This design comes from an exercise in tuning for small area on the open sky130 flow, not from production work. Only simulation tests tie the RTL to the original design; equivalence was not proved. Power is estimated from default activity; no workload was simulated.

**design.v**
```verilog
module blinking (
    input  logic        clk,
    input  logic        reset,
    input  logic        we,           
    input  logic [26:0] tnew,         
    output logic        led
);
    logic        valid;               
    logic [26:0] tqn;                 
    logic [31:0] counter;
    logic [31:0] cnext;
    logic [27:0] cy;                  
    logic [32:0] k;                   
    logic        ge;
    always_comb begin
        cy[0] = 1'b1;
        for (int i = 0; i < 27; i++)
            cy[i+1] = tqn[i] ? (counter[i+5] | cy[i]) : (counter[i+5] & cy[i]);
    end
    assign ge = !valid || cy[27];
    always_comb begin
        k[0] = 1'b1;
        for (int i = 0; i < 32; i++) begin
            cnext[i] = (counter[i] ^ k[i]) & !ge;
            k[i+1]   = k[i] & counter[i];
        end
    end
    always_ff @(posedge clk or posedge reset) begin
        if (reset) valid <= 1'b0;
        else if (we) valid <= 1'b1;
    end
    always_ff @(posedge clk) begin
        if (we) tqn <= ~tnew;
    end
    always_ff @(posedge clk) begin
        counter <= cnext;
    end
    always_ff @(posedge clk or posedge reset) begin
        if (reset)   led <= 1'b0;
        else if (ge) led <= ~led;
    end
endmodule
module blinking_led
   #(parameter W = 4)
   (
    input  logic clk,
    input  logic reset,
    input  logic cs,
    input  logic read,
    input  logic write,
    input  logic [4:0] addr,
    input  logic [31:0] wr_data,
    output logic [31:0] rd_data,
    output logic [W-1:0] led_out
   );
   logic        we;
   logic [26:0] tnew;
   assign we   = cs && write && (addr[4:2] == 3'd0);
   logic [26:0] x, y;
   assign x    = wr_data[26:0];
   assign tnew = y;
   logic s1;
   logic c2;
   logic s3;
   logic c4;
   logic s5;
   logic c6;
   logic s7;
   logic c8;
   logic s9;
   logic c10;
   logic s11;
   logic c12;
   logic s13;
   logic c14;
   logic s15;
   logic c16;
   logic s17;
   logic c18;
   logic s19;
   logic c20;
   logic s21;
   logic c22;
   logic s23;
   logic c24;
   logic s25;
   logic c26;
   logic s27;
   logic c28;
   logic s29;
   logic c30;
   logic s31;
   logic c32;
   logic s33;
   logic c34;
   logic s35;
   logic c36;
   logic s37;
   logic c38;
   logic s39;
   logic c40;
   logic s41;
   logic c42;
   logic s43;
   logic c44;
   logic s45;
   logic c46;
   logic s47;
   logic c48;
   logic s49;
   logic c50;
   logic s51;
   logic c52;
   logic s53;
   logic c54;
   logic s55;
   logic c56;
   logic s57;
   logic c58;
   logic s59;
   logic c60;
   logic s61;
   logic c62;
   logic s63;
   logic c64;
   logic s65;
   logic c66;
   logic s67;
   logic c68;
   logic s69;
   logic c70;
   logic s71;
   logic c72;
   logic s73;
   logic c74;
   logic s75;
   logic c76;
   logic s77;
   logic c78;
   logic s79;
   logic c80;
   logic s81;
   logic c82;
   logic s83;
   logic c84;
   logic s85;
   logic c86;
   logic s87;
   logic c88;
   logic s89;
   logic c90;
   logic s91;
   logic c92;
   logic s93;
   logic c94;
   logic s95;
   logic c96;
   logic s97;
   logic c98;
   logic s99;
   logic c100;
   logic s101;
   logic c102;
   logic s103;
   logic c104;
   logic s105;
   logic c106;
   logic s107;
   logic c108;
   logic s109;
   logic c110;
   logic s111;
   logic c112;
   logic s113;
   logic c114;
   logic s115;
   logic c116;
   logic s117;
   logic c118;
   logic s119;
   logic c120;
   logic s121;
   logic c122;
   logic s123;
   logic c124;
   logic s125;
   logic c126;
   logic s127;
   logic c128;
   logic s129;
   logic c130;
   logic s131;
   logic c132;
   logic s133;
   logic c134;
   logic s135;
   logic c136;
   logic s137;
   logic c138;
   logic s139;
   logic c140;
   logic s141;
   logic c142;
   logic s143;
   logic c144;
   logic s145;
   logic c146;
   logic s147;
   logic c148;
   logic s149;
   logic c150;
   logic s151;
   logic c152;
   logic s153;
   logic c154;
   logic s155;
   logic c156;
   logic s157;
   logic c158;
   logic s159;
   logic c160;
   logic s161;
   logic c162;
   logic s163;
   logic c164;
   logic s165;
   logic c166;
   logic s167;
   logic c168;
   logic s169;
   logic c170;
   logic s171;
   logic c172;
   logic s173;
   logic c174;
   logic s175;
   logic c176;
   logic s177;
   logic c178;
   logic s179;
   logic c180;
   logic s181;
   logic c182;
   logic s183;
   logic c184;
   logic s185;
   logic c186;
   logic s187;
   logic c188;
   logic s189;
   logic c190;
   logic s191;
   logic c192;
   logic s193;
   logic c194;
   logic s195;
   logic c196;
   logic s197;
   logic c198;
   logic s199;
   logic c200;
   logic s201;
   logic c202;
   logic s203;
   logic c204;
   logic s205;
   logic c206;
   logic q207;
   logic p208;
   logic q209;
   logic p210;
   logic q211;
   logic p212;
   logic q213;
   logic p214;
   logic q215;
   logic p216;
   logic q217;
   logic p218;
   logic q219;
   assign s1 = x[10] ^ x[8];
   assign c2 = x[10] & x[8];
   assign s3 = x[11] ^ x[9] ^ x[7];
   assign c4 = (x[11] & x[9]) | (x[11] & x[7]) | (x[9] & x[7]);
   assign s5 = x[6] ^ x[1];
   assign c6 = x[6] & x[1];
   assign s7 = x[12] ^ x[10] ^ x[8];
   assign c8 = (x[12] & x[10]) | (x[12] & x[8]) | (x[10] & x[8]);
   assign s9 = x[7] ^ x[2] ^ x[1];
   assign c10 = (x[7] & x[2]) | (x[7] & x[1]) | (x[2] & x[1]);
   assign s11 = x[13] ^ x[11] ^ x[9];
   assign c12 = (x[13] & x[11]) | (x[13] & x[9]) | (x[11] & x[9]);
   assign s13 = x[8] ^ x[3] ^ x[2];
   assign c14 = (x[8] & x[3]) | (x[8] & x[2]) | (x[3] & x[2]);
   assign s15 = x[14] ^ x[12] ^ x[10];
   assign c16 = (x[14] & x[12]) | (x[14] & x[10]) | (x[12] & x[10]);
   assign s17 = x[9] ^ x[4] ^ x[3];
   assign c18 = (x[9] & x[4]) | (x[9] & x[3]) | (x[4] & x[3]);
   assign s19 = x[15] ^ x[13] ^ x[11];
   assign c20 = (x[15] & x[13]) | (x[15] & x[11]) | (x[13] & x[11]);
   assign s21 = x[10] ^ x[5] ^ x[4];
   assign c22 = (x[10] & x[5]) | (x[10] & x[4]) | (x[5] & x[4]);
   assign s23 = x[16] ^ x[14] ^ x[12];
   assign c24 = (x[16] & x[14]) | (x[16] & x[12]) | (x[14] & x[12]);
   assign s25 = x[11] ^ x[6] ^ x[5];
   assign c26 = (x[11] & x[6]) | (x[11] & x[5]) | (x[6] & x[5]);
   assign s27 = x[17] ^ x[15] ^ x[13];
   assign c28 = (x[17] & x[15]) | (x[17] & x[13]) | (x[15] & x[13]);
   assign s29 = x[12] ^ x[7] ^ x[6];
   assign c30 = (x[12] & x[7]) | (x[12] & x[6]) | (x[7] & x[6]);
   assign s31 = x[18] ^ x[16] ^ x[14];
   assign c32 = (x[18] & x[16]) | (x[18] & x[14]) | (x[16] & x[14]);
   assign s33 = x[13] ^ x[8] ^ x[7];
   assign c34 = (x[13] & x[8]) | (x[13] & x[7]) | (x[8] & x[7]);
   assign s35 = x[19] ^ x[17] ^ x[15];
   assign c36 = (x[19] & x[17]) | (x[19] & x[15]) | (x[17] & x[15]);
   assign s37 = x[14] ^ x[9] ^ x[8];
   assign c38 = (x[14] & x[9]) | (x[14] & x[8]) | (x[9] & x[8]);
   assign s39 = x[20] ^ x[18] ^ x[16];
   assign c40 = (x[20] & x[18]) | (x[20] & x[16]) | (x[18] & x[16]);
   assign s41 = x[15] ^ x[10] ^ x[9];
   assign c42 = (x[15] & x[10]) | (x[15] & x[9]) | (x[10] & x[9]);
   assign s43 = x[21] ^ x[19] ^ x[17];
   assign c44 = (x[21] & x[19]) | (x[21] & x[17]) | (x[19] & x[17]);
   assign s45 = x[16] ^ x[11] ^ x[10];
   assign c46 = (x[16] & x[11]) | (x[16] & x[10]) | (x[11] & x[10]);
   assign s47 = x[22] ^ x[20] ^ x[18];
   assign c48 = (x[22] & x[20]) | (x[22] & x[18]) | (x[20] & x[18]);
   assign s49 = x[17] ^ x[12] ^ x[11];
   assign c50 = (x[17] & x[12]) | (x[17] & x[11]) | (x[12] & x[11]);
   assign s51 = x[23] ^ x[21] ^ x[19];
   assign c52 = (x[23] & x[21]) | (x[23] & x[19]) | (x[21] & x[19]);
   assign s53 = x[18] ^ x[13] ^ x[12];
   assign c54 = (x[18] & x[13]) | (x[18] & x[12]) | (x[13] & x[12]);
   assign s55 = x[24] ^ x[22] ^ x[20];
   assign c56 = (x[24] & x[22]) | (x[24] & x[20]) | (x[22] & x[20]);
   assign s57 = x[19] ^ x[14] ^ x[13];
   assign c58 = (x[19] & x[14]) | (x[19] & x[13]) | (x[14] & x[13]);
   assign s59 = x[25] ^ x[23] ^ x[21];
   assign c60 = (x[25] & x[23]) | (x[25] & x[21]) | (x[23] & x[21]);
   assign s61 = x[20] ^ x[15] ^ x[14];
   assign c62 = (x[20] & x[15]) | (x[20] & x[14]) | (x[15] & x[14]);
   assign s63 = x[26] ^ x[24] ^ x[22];
   assign c64 = (x[26] & x[24]) | (x[26] & x[22]) | (x[24] & x[22]);
   assign s65 = x[21] ^ x[16] ^ x[15];
   assign c66 = (x[21] & x[16]) | (x[21] & x[15]) | (x[16] & x[15]);
   assign s67 = x[5] ^ x[3];
   assign c68 = x[5] & x[3];
   assign s69 = x[6] ^ x[4] ^ x[2];
   assign c70 = (x[6] & x[4]) | (x[6] & x[2]) | (x[4] & x[2]);
   assign s71 = x[7] ^ x[5] ^ x[3];
   assign c72 = (x[7] & x[5]) | (x[7] & x[3]) | (x[5] & x[3]);
   assign s73 = x[8] ^ x[6] ^ x[4];
   assign c74 = (x[8] & x[6]) | (x[8] & x[4]) | (x[6] & x[4]);
   assign s75 = x[9] ^ x[7] ^ x[5];
   assign c76 = (x[9] & x[7]) | (x[9] & x[5]) | (x[7] & x[5]);
   assign s77 = s1 ^ x[6] ^ x[5];
   assign c78 = (s1 & x[6]) | (s1 & x[5]) | (x[6] & x[5]);
   assign s79 = s3 ^ s5 ^ x[0];
   assign c80 = (s3 & s5) | (s3 & x[0]) | (s5 & x[0]);
   assign s81 = s7 ^ s9 ^ c4;
   assign c82 = (s7 & s9) | (s7 & c4) | (s9 & c4);
   assign s83 = s11 ^ s13 ^ c8;
   assign c84 = (s11 & s13) | (s11 & c8) | (s13 & c8);
   assign s85 = s15 ^ s17 ^ c12;
   assign c86 = (s15 & s17) | (s15 & c12) | (s17 & c12);
   assign s87 = s19 ^ s21 ^ c16;
   assign c88 = (s19 & s21) | (s19 & c16) | (s21 & c16);
   assign s89 = s23 ^ s25 ^ c20;
   assign c90 = (s23 & s25) | (s23 & c20) | (s25 & c20);
   assign s91 = s27 ^ s29 ^ c24;
   assign c92 = (s27 & s29) | (s27 & c24) | (s29 & c24);
   assign s93 = s31 ^ s33 ^ c28;
   assign c94 = (s31 & s33) | (s31 & c28) | (s33 & c28);
   assign s95 = s35 ^ s37 ^ c32;
   assign c96 = (s35 & s37) | (s35 & c32) | (s37 & c32);
   assign s97 = s39 ^ s41 ^ c36;
   assign c98 = (s39 & s41) | (s39 & c36) | (s41 & c36);
   assign s99 = s43 ^ s45 ^ c40;
   assign c100 = (s43 & s45) | (s43 & c40) | (s45 & c40);
   assign s101 = s47 ^ s49 ^ c44;
   assign c102 = (s47 & s49) | (s47 & c44) | (s49 & c44);
   assign s103 = s51 ^ s53 ^ c48;
   assign c104 = (s51 & s53) | (s51 & c48) | (s53 & c48);
   assign s105 = s55 ^ s57 ^ c52;
   assign c106 = (s55 & s57) | (s55 & c52) | (s57 & c52);
   assign s107 = s59 ^ s61 ^ c56;
   assign c108 = (s59 & s61) | (s59 & c56) | (s61 & c56);
   assign s109 = s63 ^ s65 ^ c60;
   assign c110 = (s63 & s65) | (s63 & c60) | (s65 & c60);
   assign s111 = x[4] ^ x[2];
   assign c112 = x[4] & x[2];
   assign s113 = s67 ^ x[1] ^ x[0];
   assign c114 = (s67 & x[1]) | (s67 & x[0]) | (x[1] & x[0]);
   assign s115 = s69 ^ x[1] ^ c68;
   assign c116 = (s69 & x[1]) | (s69 & c68) | (x[1] & c68);
   assign s117 = s71 ^ x[2] ^ c70;
   assign c118 = (s71 & x[2]) | (s71 & c70) | (x[2] & c70);
   assign s119 = s73 ^ x[3] ^ c72;
   assign c120 = (s73 & x[3]) | (s73 & c72) | (x[3] & c72);
   assign s121 = s75 ^ x[4] ^ c74;
   assign c122 = (s75 & x[4]) | (s75 & c74) | (x[4] & c74);
   assign s123 = s77 ^ x[0] ^ c76;
   assign c124 = (s77 & x[0]) | (s77 & c76) | (x[0] & c76);
   assign s125 = s79 ^ c2 ^ c78;
   assign c126 = (s79 & c2) | (s79 & c78) | (c2 & c78);
   assign s127 = s81 ^ c6 ^ c80;
   assign c128 = (s81 & c6) | (s81 & c80) | (c6 & c80);
   assign s129 = s83 ^ c10 ^ c82;
   assign c130 = (s83 & c10) | (s83 & c82) | (c10 & c82);
   assign s131 = s85 ^ c14 ^ c84;
   assign c132 = (s85 & c14) | (s85 & c84) | (c14 & c84);
   assign s133 = s87 ^ c18 ^ c86;
   assign c134 = (s87 & c18) | (s87 & c86) | (c18 & c86);
   assign s135 = s89 ^ c22 ^ c88;
   assign c136 = (s89 & c22) | (s89 & c88) | (c22 & c88);
   assign s137 = s91 ^ c26 ^ c90;
   assign c138 = (s91 & c26) | (s91 & c90) | (c26 & c90);
   assign s139 = s93 ^ c30 ^ c92;
   assign c140 = (s93 & c30) | (s93 & c92) | (c30 & c92);
   assign s141 = s95 ^ c34 ^ c94;
   assign c142 = (s95 & c34) | (s95 & c94) | (c34 & c94);
   assign s143 = s97 ^ c38 ^ c96;
   assign c144 = (s97 & c38) | (s97 & c96) | (c38 & c96);
   assign s145 = s99 ^ c42 ^ c98;
   assign c146 = (s99 & c42) | (s99 & c98) | (c42 & c98);
   assign s147 = s101 ^ c46 ^ c100;
   assign c148 = (s101 & c46) | (s101 & c100) | (c46 & c100);
   assign s149 = s103 ^ c50 ^ c102;
   assign c150 = (s103 & c50) | (s103 & c102) | (c50 & c102);
   assign s151 = s105 ^ c54 ^ c104;
   assign c152 = (s105 & c54) | (s105 & c104) | (c54 & c104);
   assign s153 = s107 ^ c58 ^ c106;
   assign c154 = (s107 & c58) | (s107 & c106) | (c58 & c106);
   assign s155 = s109 ^ c62 ^ c108;
   assign c156 = (s109 & c62) | (s109 & c108) | (c62 & c108);
   assign s157 = x[2] ^ x[0];
   assign c158 = x[2] & x[0];
   assign s159 = x[3] ^ x[1] ^ c158;
   assign c160 = (x[3] & x[1]) | (x[3] & c158) | (x[1] & c158);
   assign s161 = s111 ^ x[0] ^ c160;
   assign c162 = (s111 & x[0]) | (s111 & c160) | (x[0] & c160);
   assign s163 = s113 ^ c112 ^ c162;
   assign c164 = (s113 & c112) | (s113 & c162) | (c112 & c162);
   assign s165 = s115 ^ c114 ^ c164;
   assign c166 = (s115 & c114) | (s115 & c164) | (c114 & c164);
   assign s167 = s117 ^ c116 ^ c166;
   assign c168 = (s117 & c116) | (s117 & c166) | (c116 & c166);
   assign s169 = s119 ^ c118 ^ c168;
   assign c170 = (s119 & c118) | (s119 & c168) | (c118 & c168);
   assign s171 = s121 ^ c120 ^ c170;
   assign c172 = (s121 & c120) | (s121 & c170) | (c120 & c170);
   assign s173 = s123 ^ c122 ^ c172;
   assign c174 = (s123 & c122) | (s123 & c172) | (c122 & c172);
   assign s175 = s125 ^ c124 ^ c174;
   assign c176 = (s125 & c124) | (s125 & c174) | (c124 & c174);
   assign s177 = s127 ^ c126 ^ c176;
   assign c178 = (s127 & c126) | (s127 & c176) | (c126 & c176);
   assign s179 = s129 ^ c128 ^ c178;
   assign c180 = (s129 & c128) | (s129 & c178) | (c128 & c178);
   assign s181 = s131 ^ c130 ^ c180;
   assign c182 = (s131 & c130) | (s131 & c180) | (c130 & c180);
   assign s183 = s133 ^ c132 ^ c182;
   assign c184 = (s133 & c132) | (s133 & c182) | (c132 & c182);
   assign s185 = s135 ^ c134 ^ c184;
   assign c186 = (s135 & c134) | (s135 & c184) | (c134 & c184);
   assign s187 = s137 ^ c136 ^ c186;
   assign c188 = (s137 & c136) | (s137 & c186) | (c136 & c186);
   assign s189 = s139 ^ c138 ^ c188;
   assign c190 = (s139 & c138) | (s139 & c188) | (c138 & c188);
   assign s191 = s141 ^ c140;
   assign c192 = s141 & c140;
   assign s193 = s143 ^ c142 ^ c192;
   assign c194 = (s143 & c142) | (s143 & c192) | (c142 & c192);
   assign s195 = s145 ^ c144 ^ c194;
   assign c196 = (s145 & c144) | (s145 & c194) | (c144 & c194);
   assign s197 = s147 ^ c146 ^ c196;
   assign c198 = (s147 & c146) | (s147 & c196) | (c146 & c196);
   assign s199 = s149 ^ c148 ^ c198;
   assign c200 = (s149 & c148) | (s149 & c198) | (c148 & c198);
   assign s201 = s151 ^ c150 ^ c200;
   assign c202 = (s151 & c150) | (s151 & c200) | (c150 & c200);
   assign s203 = s153 ^ c152 ^ c202;
   assign c204 = (s153 & c152) | (s153 & c202) | (c152 & c202);
   assign s205 = s155 ^ c154 ^ c204;
   assign c206 = (s155 & c154) | (s155 & c204) | (c154 & c204);
   assign y[19] = s191 ^ c190;
   assign q207 = c190 & s191;
   assign y[20] = s193 ^ q207;
   assign p208 = s191 & s193;
   assign q209 = c190 & p208;
   assign y[21] = s195 ^ q209;
   assign p210 = p208 & s195;
   assign q211 = c190 & p210;
   assign y[22] = s197 ^ q211;
   assign p212 = p210 & s197;
   assign q213 = c190 & p212;
   assign y[23] = s199 ^ q213;
   assign p214 = p212 & s199;
   assign q215 = c190 & p214;
   assign y[24] = s201 ^ q215;
   assign p216 = p214 & s201;
   assign q217 = c190 & p216;
   assign y[25] = s203 ^ q217;
   assign p218 = p216 & s203;
   assign q219 = c190 & p218;
   assign y[26] = s205 ^ q219;
   assign y[0] = x[0];
   assign y[1] = x[1];
   assign y[2] = s157;
   assign y[3] = s159;
   assign y[4] = s161;
   assign y[5] = s163;
   assign y[6] = s165;
   assign y[7] = s167;
   assign y[8] = s169;
   assign y[9] = s171;
   assign y[10] = s173;
   assign y[11] = s175;
   assign y[12] = s177;
   assign y[13] = s179;
   assign y[14] = s181;
   assign y[15] = s183;
   assign y[16] = s185;
   assign y[17] = s187;
   assign y[18] = s189;
   assign rd_data = 32'd0;
   genvar i;
   generate
      for (i = 0; i < W; i++) begin : g_led
         blinking led_i (.clk(clk), .reset(reset), .we(we && addr[1:0] == i),
                         .tnew(tnew), .led(led_out[i]));
      end
   endgenerate
endmodule
```
**flow/run.sh**
```bash
#!/bin/bash
# Own layout flow: the standard flow with the standard synthesis unchanged, plus
#  - polopt.py: after synthesis, the full adders' polarities are chosen so that fewer
#    inverters sit between them (same logic function, same registers);
#  - the port buffers made of the smallest buffer cell (buf_1) instead of the flow's pick;
#  - the clock tree built from clkbuf_16 in clusters of up to 25 sinks, without dummy loads.
# Each tool's output goes to a log file of its own in this folder.
set -euo pipefail
R="$PWD/orfs/results/$FLOW_PLATFORM/blinking_led/base"
bash standard.sh "$R/1_2_yosys.v" > make_synth.log 2>&1
cp "$R/1_2_yosys.v" "$R/1_2_yosys_standard.v"
python3 flow/polopt.py "$R/1_2_yosys_standard.v" "$R/1_2_yosys.v" > polopt.log 2>&1
bash standard.sh \
  "BUFFER_PORTS_ARGS=-buffer_cell sky130_fd_sc_hd__buf_1" \
  "CTS_ARGS=-sink_clustering_enable -repair_clock_nets -sink_clustering_size 25 -sink_clustering_max_diameter 100 -buf_list sky130_fd_sc_hd__clkbuf_16 -dont_use_dummy_load" \
  finish > make_finish.log 2>&1
```
**flow/polopt.py**
```python
#!/usr/bin/env python3
"""Inverter clean-up for a Yosys netlist of sky130 cells.

A full adder is self-dual: fa(~a, ~b, ~c) = (~sum, ~cout). Synthesis leaves inverters between
full adders wherever it picked the other polarity. This script chooses, for each full adder,
whether it computes its signals true or inverted so that as few inverters as possible are needed,
then rebuilds the inverters: every net keeps its logic function at every non-full-adder pin.
Registers, ports and all other cells are left as they are.

usage: polopt.py IN.v OUT.v
"""
import re
import sys
import collections

src = open(sys.argv[1]).read()
m = re.search(r"^module\s.*?;\n", src, re.S | re.M)
head_end = m.end()
body_start = re.search(r"^\s*sky130_fd_sc_hd__", src[head_end:], re.M).start() + head_end
endm = src.rindex("endmodule")
decls = src[head_end:body_start]
inst_text = src[body_start:endm]

inst_re = re.compile(r"\s*(sky130_fd_sc_hd__\w+)\s+(\\\S+ |\S+)\s*\((.*?)\);\n", re.S)
pin_re = re.compile(r"\.(\w+)\(([^()]*)\)")
insts = []
pos = 0
while pos < len(inst_text):
    mm = inst_re.match(inst_text, pos)
    if not mm:
        rest = inst_text[pos:].strip()
        assert rest == "", "unparsed: " + inst_text[pos:pos + 200]
        break
    typ, name, body = mm.groups()
    pins = [(p, n.strip()) for p, n in pin_re.findall(body)]
    insts.append([typ, name, pins])
    pos = mm.end()

OUT_PINS = {"X", "Y", "Q", "Q_N", "SUM", "COUT", "HI", "LO"}
ports_out = set()
for line in decls.splitlines():
    mo = re.match(r"\s*output\s+(\[(\d+):(\d+)\]\s+)?(\S+);", line)
    if mo:
        if mo.group(1):
            hi, lo = int(mo.group(2)), int(mo.group(3))
            for i in range(min(hi, lo), max(hi, lo) + 1):
                ports_out.add(f"{mo.group(4)}[{i}]")
        else:
            ports_out.add(mo.group(4))

def is_inv(t):
    return re.match(r"sky130_fd_sc_hd__(inv|clkinv)_\d+$", t) is not None

def is_fa(t):
    return re.match(r"sky130_fd_sc_hd__fa_\d+$", t) is not None

# inverters that may be removed: output not a port
inv_of = {}  # out net -> in net
removable = set()
for i, (t, n, pins) in enumerate(insts):
    if is_inv(t):
        d = dict(pins)
        if d["Y"] not in ports_out:
            inv_of[d["Y"]] = d["A"]
            removable.add(i)

def lit(net):
    ph = 0
    while net in inv_of:
        net = inv_of[net]
        ph ^= 1
    return net, ph

driver = {}
for i, (t, n, pins) in enumerate(insts):
    if i in removable:
        continue
    for p, net in pins:
        if p in OUT_PINS:
            driver[net] = (i, p)

# consumers: (inst, pin index, base, phase)
cons = []
for i, (t, n, pins) in enumerate(insts):
    if i in removable:
        continue
    for k, (p, net) in enumerate(pins):
        if p in OUT_PINS or net == "" or net.startswith("1'b"):
            continue
        b, ph = lit(net)
        cons.append((i, k, b, ph))

fa_ids = [i for i, (t, n, p) in enumerate(insts) if is_fa(t)]
flip = collections.defaultdict(int)
by_base = collections.defaultdict(list)
for c in cons:
    by_base[c[2]].append(c)
fa_bases = collections.defaultdict(set)  # fa -> bases it touches
for c in cons:
    if is_fa(insts[c[0]][0]):
        fa_bases[c[0]].add(c[2])
for b, (i, p) in driver.items():
    if is_fa(insts[i][0]):
        fa_bases[i].add(b)

def provided(b):
    d = driver.get(b)
    if d and is_fa(insts[d[0]][0]):
        return flip[d[0]]
    return 0

def cost(b):
    pv = provided(b)
    for (i, k, bb, ph) in by_base[b]:
        req = ph ^ (flip[i] if is_fa(insts[i][0]) else 0)
        if req != pv:
            return 1
    return 0

def total():
    return sum(cost(b) for b in by_base)

before = total()
improved = True
while improved:
    improved = False
    for f in fa_ids:
        bs = fa_bases[f]
        c0 = sum(cost(b) for b in bs)
        flip[f] ^= 1
        c1 = sum(cost(b) for b in bs)
        if c1 < c0:
            improved = True
        else:
            flip[f] ^= 1
after = total()

# rebuild
new_inv = {}
extra_decl = []
def inv_net(b):
    if b not in new_inv:
        nm = f"_pol{len(new_inv)}_"
        new_inv[b] = nm
        extra_decl.append(f"  wire {nm};\n")
    return new_inv[b]

for (i, k, b, ph) in cons:
    req = ph ^ (flip[i] if is_fa(insts[i][0]) else 0)
    p, _ = insts[i][2][k]
    insts[i][2][k] = (p, b if req == provided(b) else inv_net(b))

def esc(net):
    return net + " " if net.startswith("\\") else net

out = [src[:head_end], decls] + extra_decl
for i, (t, n, pins) in enumerate(insts):
    if i in removable:
        continue
    out.append(f"  {t} {n}(\n" + ",\n".join(f"    .{p}({esc(net)})" for p, net in pins) + "\n  );\n")
for k, (b, nm) in enumerate(new_inv.items()):
    out.append(f"  sky130_fd_sc_hd__inv_1 _polinv{k}_ (\n    .A({esc(b)}),\n    .Y({nm})\n  );\n")
out.append(src[endm:])
open(sys.argv[2], "w").write("".join(out))
print(f"polopt: {len(removable)} inverters before, {len(new_inv)} after "
      f"(bases needing one: {before} -> {after}); {sum(flip[f] for f in fa_ids)} of {len(fa_ids)} full adders flipped")
```
**standard.sh**
```bash
#!/bin/bash
# synth_recipe.tcl (not shown) runs the flow's synth.tcl, then flattens the netlist and writes it again
# the make line also repeats each setting of config.mk as NAME=value (left out here)
make -C /OpenROAD-flow-scripts/flow DESIGN_CONFIG=/design/flow/config.mk WORK_HOME=/design/flow/orfs CLKGATE_MAP_FILE= SYNTH_SCRIPT=/design/flow/synth_recipe.tcl "${@:-finish}"
```
**config.mk**
```make
export PLATFORM = sky130hd
export DESIGN_NAME = blinking_led
export DESIGN_NICKNAME = blinking_led
export VERILOG_FILES = /design/flow/design.v
export SDC_FILE = /design/flow/constraint.sdc
export NUM_CORES = 4
export LEC_CHECK = 0
export CAP_MARGIN = 20
export CORE_MARGIN = 2
export CORE_UTILIZATION = 40
export SLEW_MARGIN = 20
```
**constraint.sdc**
```tcl
create_clock -name core_clock -period 10.0 [get_ports {clk}]
set_input_delay 2.0000 -clock core_clock [delete_from_list [all_inputs] [get_ports {clk}]]
set_output_delay 2.0000 -clock core_clock [all_outputs]
set_load 0.01 [all_outputs]
```
==> impl_metrics.json, run 1 <==
{
  "cp.required_ns": 10.20,
  "cts_buffer_depth": 3,
  "cp_top_family": "adder cells",
  "period_share_pct": 96.5,
  "min_path_type": "flip-flop to flip-flop",
  "grt_util_all_layers_pct": 14.4,
  "synthToLayoutAreaGrowth_pct": 7.29,
  "slew_headroom_pct": 37.9,
  "firstDrtPassIters": 7,
  "cts-root-buf": "clkbuf_16",
  "place.detailed.hpwl_microns": 17700,
  "initial_core_util_pct": 40.7,
  "antenna_found_initial": 0,
  "grt_pass1_vias": 6954,
  "path_class": "primary input to flip-flop",
  "rows": 64,
  "finalSetupViolations": 0,
  "fin_cells": 1402,
  "pin_count": 78,
  "clock_skew_ns": 0.0114,
  "slowest_stage": "fa_1",
  "avgSynthCellArea_sq_um": 13.1,
  "slowest_delay_ns": 0.48,
  "cap_violations": 0,
  "min_period_ns": 9.65,
  "final_util_pct": 43.6,
  "overflow": 0,
  "final_cell_mix": "dfxtp_1, ha_1, edfxtp_1",
  "crit_path_start": "wr_data[0]",
  "fillCellCount": 2807,
  "min_from": "g_led[0].led_i.counter[0]$_DFF_P_",
  "final_common_cell": "dfxtp_1",
  "dp_cells": 1389,
  "grt_first_pass_wirelength_microns": 37300,
  "outcome": "no timing/DRC/antenna violations",
  "clk_latency_ns": 0.47,
  "multi_input_area_sq_mm": 0.00612,
  "drtIter0Drc": 506,
  "core_area_sq_mm": 0.0307,
  "syn_area_sq_mm": 0.0125,
  "vdd_drop_max_v": 0.000144,
  "fin_nets": 1269,
  "totalWireLength_microns": 23000,
  "cts_tree": "done",
  "p_leak_nw": 5.71,
  "hold_viol_final": 0,
  "crit_top_cell": "fa_1",
  "regArea_sq_mm": 0.00601,
  "cts_buffers": 13,
  "cellPowerDensity_mw_per_mm2": 197,
  "clk_pin_slew_worst_paths_ns": 0.09,
  "route.detailed.drc": 0,
  "grt_max_degree": 33,
  "slew_viol_final": 0,
  "rsz0062_at_grt": "false",
  "tightest_slew_ns": 0.929,
  "fmax_mhz": 104,
  "yosysWarningCount": 1,
  "syn_inst": 949,
  "wl_per_cell_microns": 16.4,
  "n_antenna_cell": 0,
  "cp-start-kind": "primary input",
  "viasPerCell": 5.01,
  "io_buffers": 39,
  "antenna_left": 0,
  "drive_gt1_share_pct": 5.07,
  "cp-end-kind": "flip-flop",
  "arrival_ns": 9.86,
  "num_vias": 7027,
  "crit_buf_inv": 4,
  "fp.dieArea_sq_mm": 0.0326,
  "place_congestion": 0.805,
  "clock-sinks": 244,
  "die_width_microns": 181,
  "cp_max_fo": 4,
  "cts_max_level": 1,
  "die_height_microns": 181,
  "r2r-start": "g_led[3].led_i.counter[0]$_DFF_P_",
  "ctsHoldBuffers": 0
}
## final cells by class
type	instances	share of cell area (%)
tap	396	3.70
clock buffer	13	2.43
multi-input combinational	655	45.7
inverter	33	0.926
timing repair buffer	61	2.33
sequential	244	44.9
## stage by stage
stage	TNS (ns)	setup slack [ns]	total power [mW]	instance area (sq um)	hold WS (ns)
final	0	0.348	2.63	13400	0.423
after global routing	0	0.0456	2.81	13400	0.444
after CTS	0	0.107	2.67	13400	0.428
after detailed placement	-7.33	-0.476	2.13	13000	0.410
after global placement	-3.28	-0.289	2.10	13000	0.409
after floorplan	0	0.173	1.81	12600	0.398
## worst register-to-register path: cells and delay by family, from the launching register on
family	cells	cell delay, ns
XOR/XNOR	1	0.13
adder cells (fa/ha/maj)	30	6.07
flip-flops	1	0.33
AND/OR/NAND/NOR	1	0.15
## power by group
part	total, mW	switching, mW	internal (mW)
clock network	0.533	0.298	0.235
registers	1.27	0.0172	1.26
logic	0.826	0.560	0.266
## sequential cells by signal (all words and copies together) (netlist names)
register and flops:
g_led.led_i.led 4, g_led.led_i.valid 4, g_led.led_i.tqn 108, g_led.led_i.counter 128
## timing repair
item	CTS	global route
pin swaps	0	1
setup endpoints to repair	4	16
resized for setup	1	3
setup buffers	0	0
## metal layers
| metal | wire, microns | track usage [%] | share of wire [%] |
|---|---|---|---|
| met1 | 11400 | 21.6 | 50 |
| met2 | 10500 | 22.9 | 46 |
| met3 | 786 | 1.31 | 3.4 |
| met4 | 329 | 2.77 | 1.4 |
| met5 | 0 | 0 | 0 |
## worst paths after layout
| check | endpoint | slack (ns) | cells after the start |
|---|---|---|---|
| min | g_led[0].led_i.counter[0]$_DFF_P_ | 0.42 | 1 |
| min in group asynchronous | g_led[3].led_i.valid$_DFFE_PP0P_ | 1.54 | 2 |
| min reg2reg | g_led[0].led_i.counter[0]$_DFF_P_ | 0.42 | 1 |
| max | g_led[1].led_i.tqn[26]$_DFFE_PP_ | 0.35 | 27 |
| max reg2reg | g_led[3].led_i.counter[31]$_DFF_P_ | 3.23 | 32 |
| max in group asynchronous | g_led[0].led_i.led$_DFFE_PP0P_ | 8.07 | 2 |
==> inputs of run 2 (changes only) <==
==> flow/run.sh (replaced) <==
#!/bin/bash
# Own layout flow: the standard flow with the standard synthesis unchanged, plus
#  - polopt.py: after synthesis, the full adders' polarities are chosen so that fewer
#    inverters sit between them (same logic function, same registers);
#  - the port buffers made of the smallest buffer cell (buf_1) instead of the flow's pick;
#  - tiemerge.tcl: after global placement, one tie cell drives all the constant-0 output
#    ports instead of one tie cell per port;
#  - the clock tree built from clkbuf_16 in clusters of up to 25 sinks, without dummy loads.
# Each tool's output goes to a log file of its own in this folder.
set -euo pipefail
R="$PWD/orfs/results/$FLOW_PLATFORM/blinking_led/base"
ARGS=(
  "BUFFER_PORTS_ARGS=-buffer_cell sky130_fd_sc_hd__buf_1"
  "CTS_ARGS=-sink_clustering_enable -repair_clock_nets -sink_clustering_size 20 -sink_clustering_max_diameter 60 -buf_list sky130_fd_sc_hd__clkbuf_8 -dont_use_dummy_load"
)
bash standard.sh "$R/1_2_yosys.v" > make_synth.log 2>&1
cp "$R/1_2_yosys.v" "$R/1_2_yosys_standard.v"
python3 flow/polopt.py "$R/1_2_yosys_standard.v" "$R/1_2_yosys.v" > polopt.log 2>&1
bash standard.sh "${ARGS[@]}" "$R/3_3_place_gp.odb" > make_place.log 2>&1
TIE_DB="$R/3_3_place_gp.odb" openroad -no_init -exit flow/tiemerge.tcl > tiemerge.log 2>&1
bash standard.sh "${ARGS[@]}" finish > make_finish.log 2>&1
==> flow/tiemerge.tcl (new file) <==
# Merge the tie cells that drive only output ports: one conb_1 per constant value drives all
# the ports that need that value (the flow's repair_tie_fanout gives each port its own).
set db_file $::env(TIE_DB)
read_db $db_file
set block [ord::get_db_block]
array set keep {}
set removed 0
foreach inst [$block getInsts] {
  if {[[$inst getMaster] getName] ne "sky130_fd_sc_hd__conb_1"} { continue }
  set used {}
  foreach it [$inst getITerms] {
    set n [$it getNet]
    if {$n ne "NULL" && [[$it getMTerm] getName] in {HI LO}} { lappend used [list [[$it getMTerm] getName] $n] }
  }
  if {[llength $used] != 1} { continue }
  lassign [lindex $used 0] pin net
  # only nets whose sole loads are ports
  if {[llength [$net getITerms]] != 1 || [llength [$net getBTerms]] == 0} { continue }
  if {![info exists keep($pin)]} { set keep($pin) $net; continue }
  foreach bt [$net getBTerms] { $bt connect $keep($pin) }
  odb::dbInst_destroy $inst
  odb::dbNet_destroy $net
  incr removed
}
puts "tiemerge: removed $removed tie cells"
write_db $db_file
==> impl_metrics.json, run 2 <==
{
  "outcome": "no timing/DRC/antenna violations",
  "reg_top3": "g_led.led_i.counter: 128 flops, g_led.led_i.tqn: 108 flops",
  "die_height_microns": 181,
  "cp.required_ns": 10.24,
  "num_vias": 6974,
  "grt_first_pass_wirelength_microns": 37700,
  "cp-end-kind": "flip-flop",
  "core_area_sq_mm": 0.0307,
  "rows": 64,
  "cp_max_fo": 4,
  "avgSynthCellArea_sq_um": 13.1,
  "p_leak_nw": 5.60,
  "cts_buffer_depth": 3,
  "place.detailed.hpwl_microns": 17900,
  "firstDrtPassIters": 4,
  "io_buffers": 39,
  "min_from": "g_led[0].led_i.counter[0]$_DFF_P_",
  "fin_cells": 1379,
  "arrival_ns": 9.90,
  "fmax_mhz": 104,
  "cts_tree": "done",
  "crit_top_cell": "fa_1",
  "syn_area_sq_mm": 0.0125,
  "crit_path_start": "wr_data[0]",
  "cts-root-buf": "clkbuf_8",
  "slew_viol_final": 0,
  "antenna_left": 0,
  "fillCellCount": 2830,
  "viasPerCell": 5.06,
  "grt_util_all_layers_pct": 14.6,
  "grt_pass1_vias": 7109,
  "timing.hold.ws_ns": 0.419,
  "slew_headroom_pct": 38.0,
  "slowest_stage": "fa_1",
  "crit_buf_inv": 4,
  "n_antenna_cell": 0,
  "wl_per_cell_microns": 16.8,
  "clk_latency_ns": 0.55,
  "grt_max_degree": 33,
  "rr_worst_depth": 32,
  "clock-sinks": 244,
  "slowest_delay_ns": 0.48,
  "cts_setup_buffers": 0,
  "finalSetupViolations": 0,
  "regMostFlops": "g_led.led_i.counter",
  "final_area_sq_mm": 0.0132,
  "min_path_type": "flip-flop to flip-flop",
  "cp-start-kind": "primary input",
  "yosysWarningCount": 1,
  "cts_buffers": 21,
  "totalWireLength_microns": 23100,
  "cts_max_level": 1,
  "final_common_cell": "dfxtp_1",
  "hold-path-cell-count": 1,
  "place_congestion": 0.805,
  "pin_count": 78,
  "route.detailed.drc": 0,
  "cap_violations": 0,
  "syn_inst": 949,
  "clk_pin_slew_worst_paths_ns": 0.07,
  "fin_nets": 1246,
  "reg2reg_slack_ns": 3.25,
  "placed_area_sq_mm": 0.0129,
  "cp_top_family": "adder cells",
  "cellPowerDensity_mw_per_mm2": 195,
  "r2r-start": "g_led[3].led_i.counter[0]$_DFF_P_",
  "vdd_drop_max_v": 0.000123,
  "dp_cells": 1358,
  "drive_gt1_share_pct": 5.90,
  "period_share_pct": 96.6,
  "clock_skew_ns": 0.0576,
  "initial_core_util_pct": 40.7,
  "fp.dieArea_sq_mm": 0.0326,
  "largest_reg_flops": 128,
  "drtIter0Drc": 452,
  "path_class": "primary input to flip-flop",
  "timing.rr.end": "g_led[3].led_i.counter[31]$_DFF_P_",
  "min_period_ns": 9.66,
  "final_cell_mix": "dfxtp_1, ha_1, edfxtp_1",
  "overflow": 0,
  "rsz0062_at_grt": "false",
  "synthToLayoutAreaGrowth_pct": 6.05,
  "whs_endpoint": "g_led[0].led_i.counter[0]$_DFF_P_",
  "die_width_microns": 181,
  "antenna_found_initial": 1,
  "tightest_slew_ns": 0.928,
  "hold_viol_final": 0
}
[run 2: report_power, final]
group	leakage (nW)	internal, mW	switching (mW)	total, mW
logic	3.35	0.265	0.548	0.813
clock network	0.151	0.188	0.302	0.491
registers	2.10	1.26	0.0173	1.27
total	5.60	1.71	0.868	2.58
[run 2: area by class of cell]
class	instances	area [sq um]	area share [%]
sequential	244	6010	45.4
multi-input combinational	624	6000	45.4
tap	396	495	3.75
timing repair buffer	61	312	2.36
clock buffer	21	289	2.19
inverter	33	124	0.937
[run 2: worst max-delay path by stage]
stage                                       endpoint  slack, ns  depth (start not counted)
global placement    g_led[3].led_i.tqn[26]$_DFFE_PP_      -0.29                         27
finish              g_led[3].led_i.tqn[26]$_DFFE_PP_       0.34                         27
CTS                 g_led[3].led_i.tqn[26]$_DFFE_PP_       0.07                         27
global route        g_led[3].led_i.tqn[26]$_DFFE_PP_       0.05                         27
floorplan           g_led[0].led_i.tqn[26]$_DFFE_PP_       0.17                         26
detailed placement  g_led[1].led_i.tqn[26]$_DFFE_PP_      -0.48                         27
[run 2: metrics by stage]
step | TNS, ns | worst slack [ns] | power (mW) | utilization [%]
floorplan | 0 | 0.173 | 1.81 | -
global placement | -3.28 | -0.289 | 2.10 | 42.5
detailed placement | -7.43 | -0.475 | 2.13 | 42.1
CTS | 0 | 0.0729 | 2.62 | 43.1
global route | 0 | 0.0462 | 2.76 | 43.1
finish | 0 | 0.339 | 2.58 | 43.1
[run 2: routing by layer]
layer	up-vias	track usage (%)	wire length (microns)
met4	0	3.42	399
met3	24	1.68	944
met2	142	23.9	10700
met1	3399	20.8	11100
met5	-	0	0
li1	3409	-	-
[run 2: repair_timing]
item	in CTS	in global routing
resized for setup	0	3
setup endpoints to repair	0	9
hold buffers	0	0
==> inputs of run 3 (changes only) <==
--- a/flow/run.sh
+++ b/flow/run.sh
@@ -11,7 +11,7 @@
 R="$PWD/orfs/results/$FLOW_PLATFORM/blinking_led/base"
 ARGS=(
   "BUFFER_PORTS_ARGS=-buffer_cell sky130_fd_sc_hd__buf_1"
-  "CTS_ARGS=-sink_clustering_enable -repair_clock_nets -sink_clustering_size 20 -sink_clustering_max_diameter 60 -buf_list sky130_fd_sc_hd__clkbuf_8 -dont_use_dummy_load"
+  "CTS_ARGS=-sink_clustering_enable -repair_clock_nets -sink_clustering_size 25 -sink_clustering_max_diameter 100 -buf_list sky130_fd_sc_hd__clkbuf_16 -root_buf sky130_fd_sc_hd__clkbuf_4 -tree_buf sky130_fd_sc_hd__clkbuf_4 -dont_use_dummy_load"
 )
 bash standard.sh "$R/1_2_yosys.v" > make_synth.log 2>&1
 cp "$R/1_2_yosys.v" "$R/1_2_yosys_standard.v"
==> impl_metrics.json, run 3 <==
{
  "cp-start-kind": "primary input",
  "final_cell_mix": "dfxtp_1, ha_1, edfxtp_1",
  "wl_per_cell_microns": 16.7,
  "yosysWarningCount": 1,
  "rows": 64,
  "route.detailed.drc": 0,
  "avgSynthCellArea_sq_um": 13.1,
  "reg_top3": "g_led.led_i.counter: 128 flops, g_led.led_i.tqn: 108 flops",
  "fp.dieArea_sq_mm": 0.0326,
  "antenna_found_initial": 2,
  "outcome": "no timing/DRC/antenna violations",
  "hold_viol_final": 0,
  "crit_path_start": "wr_data[0]",
  "final_area_sq_mm": 0.0132,
  "die_height_microns": 181,
  "dp_slack_ns": -0.475,
  "arrival_ns": 10.03,
  "regMostFlops": "g_led.led_i.counter",
  "fillCellCount": 2819,
  "fmax_mhz": 103,
  "crit_top_cell": "fa_1",
  "finalSetupViolations": 0,
  "overflow": 0,
  "slowest_delay_ns": 0.48,
  "initial_core_util_pct": 40.7,
  "clk_latency_ns": 0.62,
  "grt_util_all_layers_pct": 14.4,
  "largest_reg_flops": 128,
  "antenna_left": 0,
  "min_from": "g_led[0].led_i.counter[0]$_DFF_P_",
  "fin_cells": 1372,
  "grt_max_degree": 33,
  "tightest_slew_ns": 0.906,
  "syn_inst": 949,
  "place.detailed.hpwl_microns": 17900,
  "slew_viol_final": 0,
  "finalPower_mw": 2.57,
  "cellPowerDensity_mw_per_mm2": 194,
  "grt_first_pass_wirelength_microns": 37200,
  "path_class": "primary input to flip-flop",
  "cts_buffers": 13,
  "io_buffers": 39,
  "slew_headroom_pct": 39.5,
  "pin_count": 78,
  "fin_nets": 1238,
  "vdd_drop_max_v": 0.000123,
  "ctsHoldBuffers": 0,
  "cts_buffer_depth": 3,
  "num_vias": 6951,
  "dp_cells": 1358,
  "cts_tree": "done",
  "r2r-start": "g_led[3].led_i.counter[0]$_DFF_P_",
  "rsz0062_at_grt": "false",
  "clock_skew_ns": 0.0289,
  "clk_pin_slew_worst_paths_ns": 0.09,
  "setup_ws_ns": 0.313,
  "cts-root-buf": "clkbuf_4",
  "synthToLayoutAreaGrowth_pct": 5.90,
  "cts_max_level": 1,
  "clock-sinks": 244,
  "period_share_pct": 96.9,
  "drive_gt1_share_pct": 4.92,
  "viasPerCell": 5.07,
  "place_congestion": 0.805,
  "cp-end-kind": "flip-flop",
  "grt_pass1_vias": 7023,
  "core_area_sq_mm": 0.0307,
  "cp.required_ns": 10.34,
  "final_common_cell": "dfxtp_1",
  "p_leak_nw": 5.59,
  "syn_area_sq_mm": 0.0125,
  "firstDrtPassIters": 5,
  "slowest_stage": "fa_1",
  "cp_max_fo": 4,
  "totalWireLength_microns": 22900,
  "placed_area_sq_mm": 0.0129,
  "drtIter0Drc": 470,
  "min_path_type": "flip-flop to flip-flop",
  "cap_violations": 0,
  "min_period_ns": 9.69,
  "die_width_microns": 181
}
==> run 3: routing by layer <==
metal | GRT usage (%) | vias up | part of all wire [%]
li1 | - | 3399 | -
met2 | 23.9 | 117 | 46
met4 | 2.65 | 0 | 1.6
met3 | 1.54 | 19 | 3.4
met1 | 20.7 | 3416 | 48
met5 | 0 | - | 0
==> run 3: worst max-delay path, delay by kind of cell <==
kind,cells,cell delay [ns]
xor+xnor,1,0.16
buf+inv,4,0.32
simple gates,5,0.53
fa+ha+maj,17,7.01
==> run 3: timing repair <==
item                                   CTS  global route
setup buffers                            0             0
setup endpoints to repair                0             4
gates resized for setup                  0             1
endpoints found under the hold margin    0             0
==> run 3: per-stage QoR <==
stage / setup TNS [ns] / util, % / hold slack (ns)
detailed placement: -7.43 / 42.1 / 0.414
finish: 0 / 43.1 / 0.423
global route: 0 / 43.1 / 0.445
CTS: 0 / 43.0 / 0.428
global placement: -3.28 / 42.5 / 0.409
floorplan: 0 / - / 0.398
==> run 3: final timing paths <==
kind	cells past startpoint	endpoint	slack (ns)
worst max-delay path	27	g_led[0].led_i.tqn[26]$_DFFE_PP_	0.31
min in group asynchronous	2	g_led[1].led_i.valid$_DFFE_PP0P_	1.40
max in group asynchronous	2	g_led[0].led_i.led$_DFFE_PP0P_	8.21
worst min register to register	1	g_led[0].led_i.counter[0]$_DFF_P_	0.42
worst max register to register	32	g_led[3].led_i.counter[31]$_DFF_P_	3.24
worst min-delay path	1	g_led[0].led_i.counter[0]$_DFF_P_	0.42
==> run 3: power by group <==
group	internal, mW	switching [mW]
registers	1.26	0.0173
clock network	0.192	0.287
logic	0.263	0.551
total	1.71	0.855
==> run 3: area by class of cell <==
cell class              instances  area [sq um]  area share [%]
well taps                     396           495            3.75
repair buffers                 61           312            2.36
multi-input cells             624          5990            45.4
flip-flops and latches        244          6010            45.5
inverters                      33           124           0.938
clock buffers                  13           273            2.07
diodes                          1          2.50          0.0189
==> inputs of run 4 (changes only) <==
--- a/flow/run.sh
+++ b/flow/run.sh
@@ -11,7 +11,7 @@
 R="$PWD/orfs/results/$FLOW_PLATFORM/blinking_led/base"
 ARGS=(
   "BUFFER_PORTS_ARGS=-buffer_cell sky130_fd_sc_hd__buf_1"
-  "CTS_ARGS=-sink_clustering_enable -repair_clock_nets -sink_clustering_size 25 -sink_clustering_max_diameter 100 -buf_list sky130_fd_sc_hd__clkbuf_16 -root_buf sky130_fd_sc_hd__clkbuf_4 -tree_buf sky130_fd_sc_hd__clkbuf_4 -dont_use_dummy_load"
+  "CTS_ARGS=-sink_clustering_enable -repair_clock_nets -sink_clustering_size 25 -sink_clustering_max_diameter 100 -buf_list sky130_fd_sc_hd__clkbuf_16 -dont_use_dummy_load"
 )
 bash standard.sh "$R/1_2_yosys.v" > make_synth.log 2>&1
 cp "$R/1_2_yosys.v" "$R/1_2_yosys_standard.v"
==> impl_metrics.json, run 4 <==
{
  "grt_pass1_vias": 7022,
  "initial_core_util_pct": 40.7,
  "clk_pin_slew_worst_paths_ns": 0.09,
  "grt_util_all_layers_pct": 14.4,
  "antenna_found_initial": 1,
  "final_cell_mix": "dfxtp_1, ha_1, edfxtp_1",
  "min_from": "g_led[0].led_i.counter[0]$_DFF_P_",
  "yosysWarningCount": 1,
  "p_comb_share_pct": 31.4,
  "slowest_delay_ns": 0.48,
  "min_path_type": "flip-flop to flip-flop",
  "timing.hold.ws_ns": 0.423,
  "cp_max_fo": 4,
  "fp.dieArea_sq_mm": 0.0326,
  "syn_inst": 949,
  "regMostFlops": "g_led.led_i.counter",
  "cellPowerDensity_mw_per_mm2": 197,
  "fillCellCount": 2816,
  "period_share_pct": 97.0,
  "rsz0062_at_grt": "false",
  "crit_top_cell": "fa_1",
  "overflow": 0,
  "r2r-start": "g_led[3].led_i.counter[0]$_DFF_P_",
  "num_vias": 6948,
  "slew_headroom_pct": 39.7,
  "place.detailed.hpwl_microns": 17900,
  "cts_buffers": 13,
  "p_leak_nw": 5.61,
  "grt_max_degree": 33,
  "totalWireLength_microns": 22900,
  "io_buffers": 39,
  "p_int_mw": 1.75,
  "sw_frac_of_total_pct": 32.9,
  "slew_viol_final": 0,
  "pin_count": 78,
  "synthToLayoutAreaGrowth_pct": 6.34,
  "viasPerCell": 5.07,
  "route.detailed.drc": 0,
  "syn_area_sq_mm": 0.0125,
  "drtIter0Drc": 539,
  "final_util_pct": 43.2,
  "power_frac_seq_pct": 48.7,
  "drive_gt1_share_pct": 5.13,
  "firstDrtPassIters": 4,
  "grt_first_pass_wirelength_microns": 37300,
  "cp-end-kind": "flip-flop",
  "rows": 64,
  "path_class": "primary input to flip-flop",
  "cts_setup_buffers": 0,
  "clock_skew_ns": 0.0179,
  "slowest_stage": "fa_1",
  "tightest_slew_ns": 0.903,
  "cp-start-kind": "primary input",
  "cts_tree": "done",
  "hold_viol_final": 0,
  "cts_buffer_depth": 3,
  "p_sw_mw": 0.862,
  "n_antenna_cell": 0,
  "cp_top_family": "adder cells",
  "core_area_sq_mm": 0.0307,
  "fmax_mhz": 103,
  "avgSynthCellArea_sq_um": 13.1,
  "crit_buf_inv": 5,
  "cap_violations": 0,
  "final_common_cell": "dfxtp_1",
  "cts_max_level": 1,
  "reg_top3": "g_led.led_i.counter: 128 flops, g_led.led_i.tqn: 108 flops",
  "min_period_ns": 9.70,
  "antenna_left": 0,
  "die_height_microns": 181,
  "crit_path_start": "wr_data[0]",
  "place_congestion": 0.805,
  "cts-root-buf": "clkbuf_16",
  "cp.required_ns": 10.26,
  "clk_latency_ns": 0.47,
  "wl_per_cell_microns": 16.7,
  "finalPower_mw": 2.62,
  "clock-sinks": 244,
  "outcome": "no timing/DRC/antenna violations",
  "vdd_drop_max_v": 0.000128,
  "fin_nets": 1238,
  "clkPwrFrac_pct": 20.0,
  "arrival_ns": 9.96,
  "finalSetupViolations": 0,
  "largest_reg_flops": 128,
  "die_width_microns": 181
}
run 4: worst register-to-register path: cells and delay by family (launching register included):
family,cells,cell delay (ns)
xor gates and xnor gates,1,0.13
adders and majority gates,30,6.05
and+or+nand+nor,1,0.15
DFF,1,0.33
run 4: cell type report:
| cell class | instances | area, sq um | area share [%] |
|---|---|---|---|
| Sequential cell | 244 | 6010 | 45.3 |
| Multi-Input combinational cell | 624 | 6000 | 45.2 |
| Tap cell | 396 | 495 | 3.74 |
| Clock buffer | 13 | 325 | 2.45 |
| Timing Repair Buffer | 61 | 312 | 2.35 |
| Inverter | 33 | 124 | 0.934 |
run 4: worst paths after layout:
path                                                            to  slack, ns  cells after the start
worst min register to register   g_led[0].led_i.counter[0]$_DFF_P_       0.42                      1
worst min-delay path             g_led[0].led_i.counter[0]$_DFF_P_       0.42                      1
worst max-delay path              g_led[1].led_i.tqn[25]$_DFFE_PP_       0.30                     27
min in group asynchronous         g_led[2].led_i.valid$_DFFE_PP0P_       1.55                      2
worst max register to register  g_led[3].led_i.counter[31]$_DFF_P_       3.24                     32
max in group asynchronous           g_led[0].led_i.led$_DFFE_PP0P_       8.07                      2
run 4: through the flow:
| step | setup slack (ns) | instances | cell area [sq um] | TNS (ns) |
|---|---|---|---|---|
| after floorplan | 0.173 | 980 | 12600 | 0 |
| after global placement | -0.289 | 1389 | 13000 | -3.28 |
| after detailed placement | -0.475 | 1358 | 12900 | -7.43 |
| after CTS | 0.0174 | 1371 | 13200 | 0 |
| after global routing | 0.00168 | 1371 | 13300 | 0 |
| final | 0.295 | 1371 | 13300 | 0 |
run 4: what timing repair did:
item / 4_1_cts / 5_1_grt
endpoints found under the setup margin: 0 / 16
hold buffers: 0 / 0
gates resized for setup: 0 / 3
run 4: per-layer routing:
metal | vias to the layer above | part of all wire [%] | global-route usage, %
li1 | 3400 | - | -
met1 | 3409 | 48 | 20.7
met2 | 121 | 46 | 23.9
met3 | 18 | 4.0 | 1.54
met4 | 0 | 1.6 | 2.74
met5 | - | 0 | 0
run 4: power groups by stage:
stage               registers [mW]  logic (mW)  clock network [mW]
finish                        1.27       0.821               0.523
global route                  1.28       0.935               0.580
CTS                           1.27       0.837               0.551
detailed placement            1.30       0.835                   0
global placement              1.30       0.807                   0
floorplan                     1.29       0.520                   0
==> inputs of run 5 (changes only) <==
--- a/flow/run.sh
+++ b/flow/run.sh
@@ -11,7 +11,7 @@
 R="$PWD/orfs/results/$FLOW_PLATFORM/blinking_led/base"
 ARGS=(
   "BUFFER_PORTS_ARGS=-buffer_cell sky130_fd_sc_hd__buf_1"
-  "CTS_ARGS=-sink_clustering_enable -repair_clock_nets -sink_clustering_size 25 -sink_clustering_max_diameter 100 -buf_list sky130_fd_sc_hd__clkbuf_16 -dont_use_dummy_load"
+  "CTS_ARGS=-sink_clustering_enable -repair_clock_nets -sink_clustering_size 31 -sink_clustering_max_diameter 120 -buf_list sky130_fd_sc_hd__clkbuf_16 -root_buf sky130_fd_sc_hd__clkbuf_2 -tree_buf sky130_fd_sc_hd__clkbuf_2 -dont_use_dummy_load"
 )
 bash standard.sh "$R/1_2_yosys.v" > make_synth.log 2>&1
 cp "$R/1_2_yosys.v" "$R/1_2_yosys_standard.v"
==> impl_metrics.json, run 5 <==
{
  "core_area_sq_mm": 0.0307,
  "grt_max_degree": 33,
  "dp_cells": 1358,
  "place_congestion": 0.805,
  "cts_tree": "done",
  "cp_max_fo": 4,
  "rows": 64,
  "viasPerCell": 5.07,
  "reg_top3": "g_led.led_i.counter: 128 flops, g_led.led_i.tqn: 108 flops",
  "fillCellCount": 2832,
  "finalSetupViolations": 0,
  "p_int_mw": 1.67,
  "clock_skew_ns": 0.0158,
  "setup_ws_ns": 0.414,
  "place.detailed.hpwl_microns": 17900,
  "pin_count": 78,
  "cp-end-kind": "flip-flop",
  "yosysWarningCount": 1,
  "vdd_drop_max_v": 0.000125,
  "period_share_pct": 95.9,
  "syn_inst": 949,
  "p_leak_nw": 5.56,
  "slew_headroom_pct": 39.7,
  "wl_per_cell_microns": 16.7,
  "drive_gt1_share_pct": 4.73,
  "totalWireLength_microns": 22800,
  "fin_cells": 1370,
  "power_frac_seq_pct": 50.6,
  "cts-root-buf": "clkbuf_2",
  "min_period_ns": 9.59,
  "p_sw_mw": 0.848,
  "final_util_pct": 42.9,
  "syn_area_sq_mm": 0.0125,
  "overflow": 0,
  "cap_violations": 0,
  "drtIter0Drc": 490,
  "antenna_found_initial": 2,
  "synthToLayoutAreaGrowth_pct": 5.44,
  "clk_latency_ns": 0.69,
  "num_vias": 6949,
  "cp.required_ns": 10.44,
  "antenna_left": 0,
  "cts_max_level": 1,
  "reg2reg_slack_ns": 3.22,
  "die_height_microns": 181,
  "arrival_ns": 10.02,
  "slew_viol_final": 0,
  "dp_slack_ns": -0.475,
  "fp.dieArea_sq_mm": 0.0326,
  "cts_buffer_depth": 3,
  "cellPowerDensity_mw_per_mm2": 191,
  "initial_core_util_pct": 40.7,
  "cts_buffers": 11,
  "final_cell_mix": "dfxtp_1, ha_1, edfxtp_1",
  "outcome": "no timing/DRC/antenna violations",
  "io_buffers": 39,
  "min_path_type": "flip-flop to flip-flop",
  "avgSynthCellArea_sq_um": 13.1,
  "regMostFlops": "g_led.led_i.counter",
  "hold_viol_final": 0,
  "fmax_mhz": 104,
  "route.detailed.drc": 0,
  "cp-start-kind": "primary input",
  "p_comb_share_pct": 32.2,
  "tns_ns": 0,
  "final_area_sq_mm": 0.0131,
  "sw_frac_of_total_pct": 33.7,
  "largest_reg_flops": 128,
  "rsz0062_at_grt": "false",
  "clock-sinks": 244,
  "grt_pass1_vias": 7030,
  "die_width_microns": 181,
  "finalPower_mw": 2.52,
  "final_common_cell": "dfxtp_1",
  "grt_first_pass_wirelength_microns": 37400,
  "firstDrtPassIters": 5,
  "timing.hold.ws_ns": 0.426,
  "grt_util_all_layers_pct": 14.4,
  "clkPwrFrac_pct": 17.2,
  "ctsHoldBuffers": 0,
  "tightest_slew_ns": 0.903,
  "fin_nets": 1236,
  "placed_area_sq_mm": 0.0129,
  "clk_pin_slew_worst_paths_ns": 0.11,
  "path_class": "primary input to flip-flop"
}
## run 5: power by group through the flow
| stage | clock, mW | combinational, mW | sequential, mW |
|---|---|---|---|
| detailed placement | 0 | 0.835 | 1.30 |
| global route | 0.489 | 0.932 | 1.28 |
| finish | 0.434 | 0.810 | 1.27 |
| CTS | 0.454 | 0.837 | 1.27 |
| floorplan | 0 | 0.520 | 1.29 |
| global placement | 0 | 0.807 | 1.30 |
## run 5: what timing repair did
action	4_1_cts	5_1_grt
setup buffers	0	0
endpoints found under the setup margin	0	4
gates resized for setup	0	1
## run 5: critical path, cell delays in order
cell     delay (ns)
buf_1          0.09
ha_1           0.21
fa_1           0.40
fa_1           0.43
fa_1           0.44
inv_1          0.10
fa_1           0.21
fa_1           0.19
inv_1          0.06
fa_1           0.44
fa_1           0.48
fa_1           0.48
fa_1           0.46
fa_1           0.46
fa_1           0.47
fa_1           0.46
fa_1           0.48
fa_1           0.47
fa_1           0.47
fa_1           0.46
inv_1          0.07
nor2_1         0.04
and3_1         0.21
nand3_1        0.11
or2_2          0.12
nor2_1         0.05
xnor2_2        0.16
## run 5: layout make-up
| cell class | count | area, sq um | share of cell area, % |
|---|---|---|---|
| sequential | 244 | 6010 | 45.7 |
| multi-input combinational | 624 | 5990 | 45.6 |
| clock buffer | 11 | 215 | 1.64 |
| inverter | 33 | 124 | 0.942 |
| tap | 396 | 495 | 3.77 |
| timing repair buffer | 61 | 312 | 2.37 |
| antenna | 1 | 2.50 | 0.0190 |
## run 5: metal layers
layer / track usage [%] / up-vias / wire length (microns)
met4: 2.61 / 0 / 284
li1: - / 3396 / -
met1: 20.9 / 3405 / 11100
met5: 0 / - / 0
met3: 1.39 / 16 / 830
met2: 23.8 / 132 / 10600
## run 5: path summary, 6_finish.rpt
check                                                   from  cells past startpoint                            endpoint
max                                               wr_data[0]                     27    g_led[3].led_i.tqn[26]$_DFFE_PP_
min                        g_led[1].led_i.counter[0]$_DFF_P_                      1   g_led[1].led_i.counter[0]$_DFF_P_
max reg2reg                g_led[3].led_i.counter[0]$_DFF_P_                     32  g_led[3].led_i.counter[31]$_DFF_P_
min reg2reg                g_led[1].led_i.counter[0]$_DFF_P_                      1   g_led[1].led_i.counter[0]$_DFF_P_
max in group asynchronous                              reset                      2      g_led[1].led_i.led$_DFFE_PP0P_
min in group asynchronous                              reset                      2    g_led[3].led_i.valid$_DFFE_PP0P_

-- separate check: timing with driven ports --
No port has a modelled driver above. Below, the same layouts with a new extraction and two added sets of constraints. Step 1 sets driving cells, clkbuf_16 on the clock port and buf_2 on the other inputs (assumed; they add their load-dependent delay and slew). Step 2, shift: input delay + t, output delay - t, t = (earliest + latest rising clock arrival at the registers) / 2. This alone moves slack from input paths to output paths. Three values: ideal ports, drivers, drivers and shift; two values: the first two.
run | t, ns | setup slack, ns | clock arrival spread, ns | worst slew at a driven data input, ns | cell pins on the clock port's net
run 1 | 0.514 | 0.348 / 0.371 / -0.143 | 0.016 / 0.015 | 0.03 | 1
run 2 | 0.560 | 0.339 / 0.359 / -0.201 | 0.057 / 0.058 | 0.03 | 1
run 3 | 0.646 | 0.313 / 0.334 / -0.312 | 0.030 / 0.030 | 0.03 | 1
run 4 | 0.508 | 0.295 / 0.323 / -0.185 | 0.018 / 0.018 | 0.03 | 1
run 5 | 0.730 | 0.414 / 0.437 / -0.293 | 0.019 / 0.019 | 0.03 | 1
With both steps, setup timing fails in every run listed, where it was met with ideal ports. For run 5, which loses most, drivers alone change the setup slack by +0.023 ns; drivers and shift together by -0.707 ns.
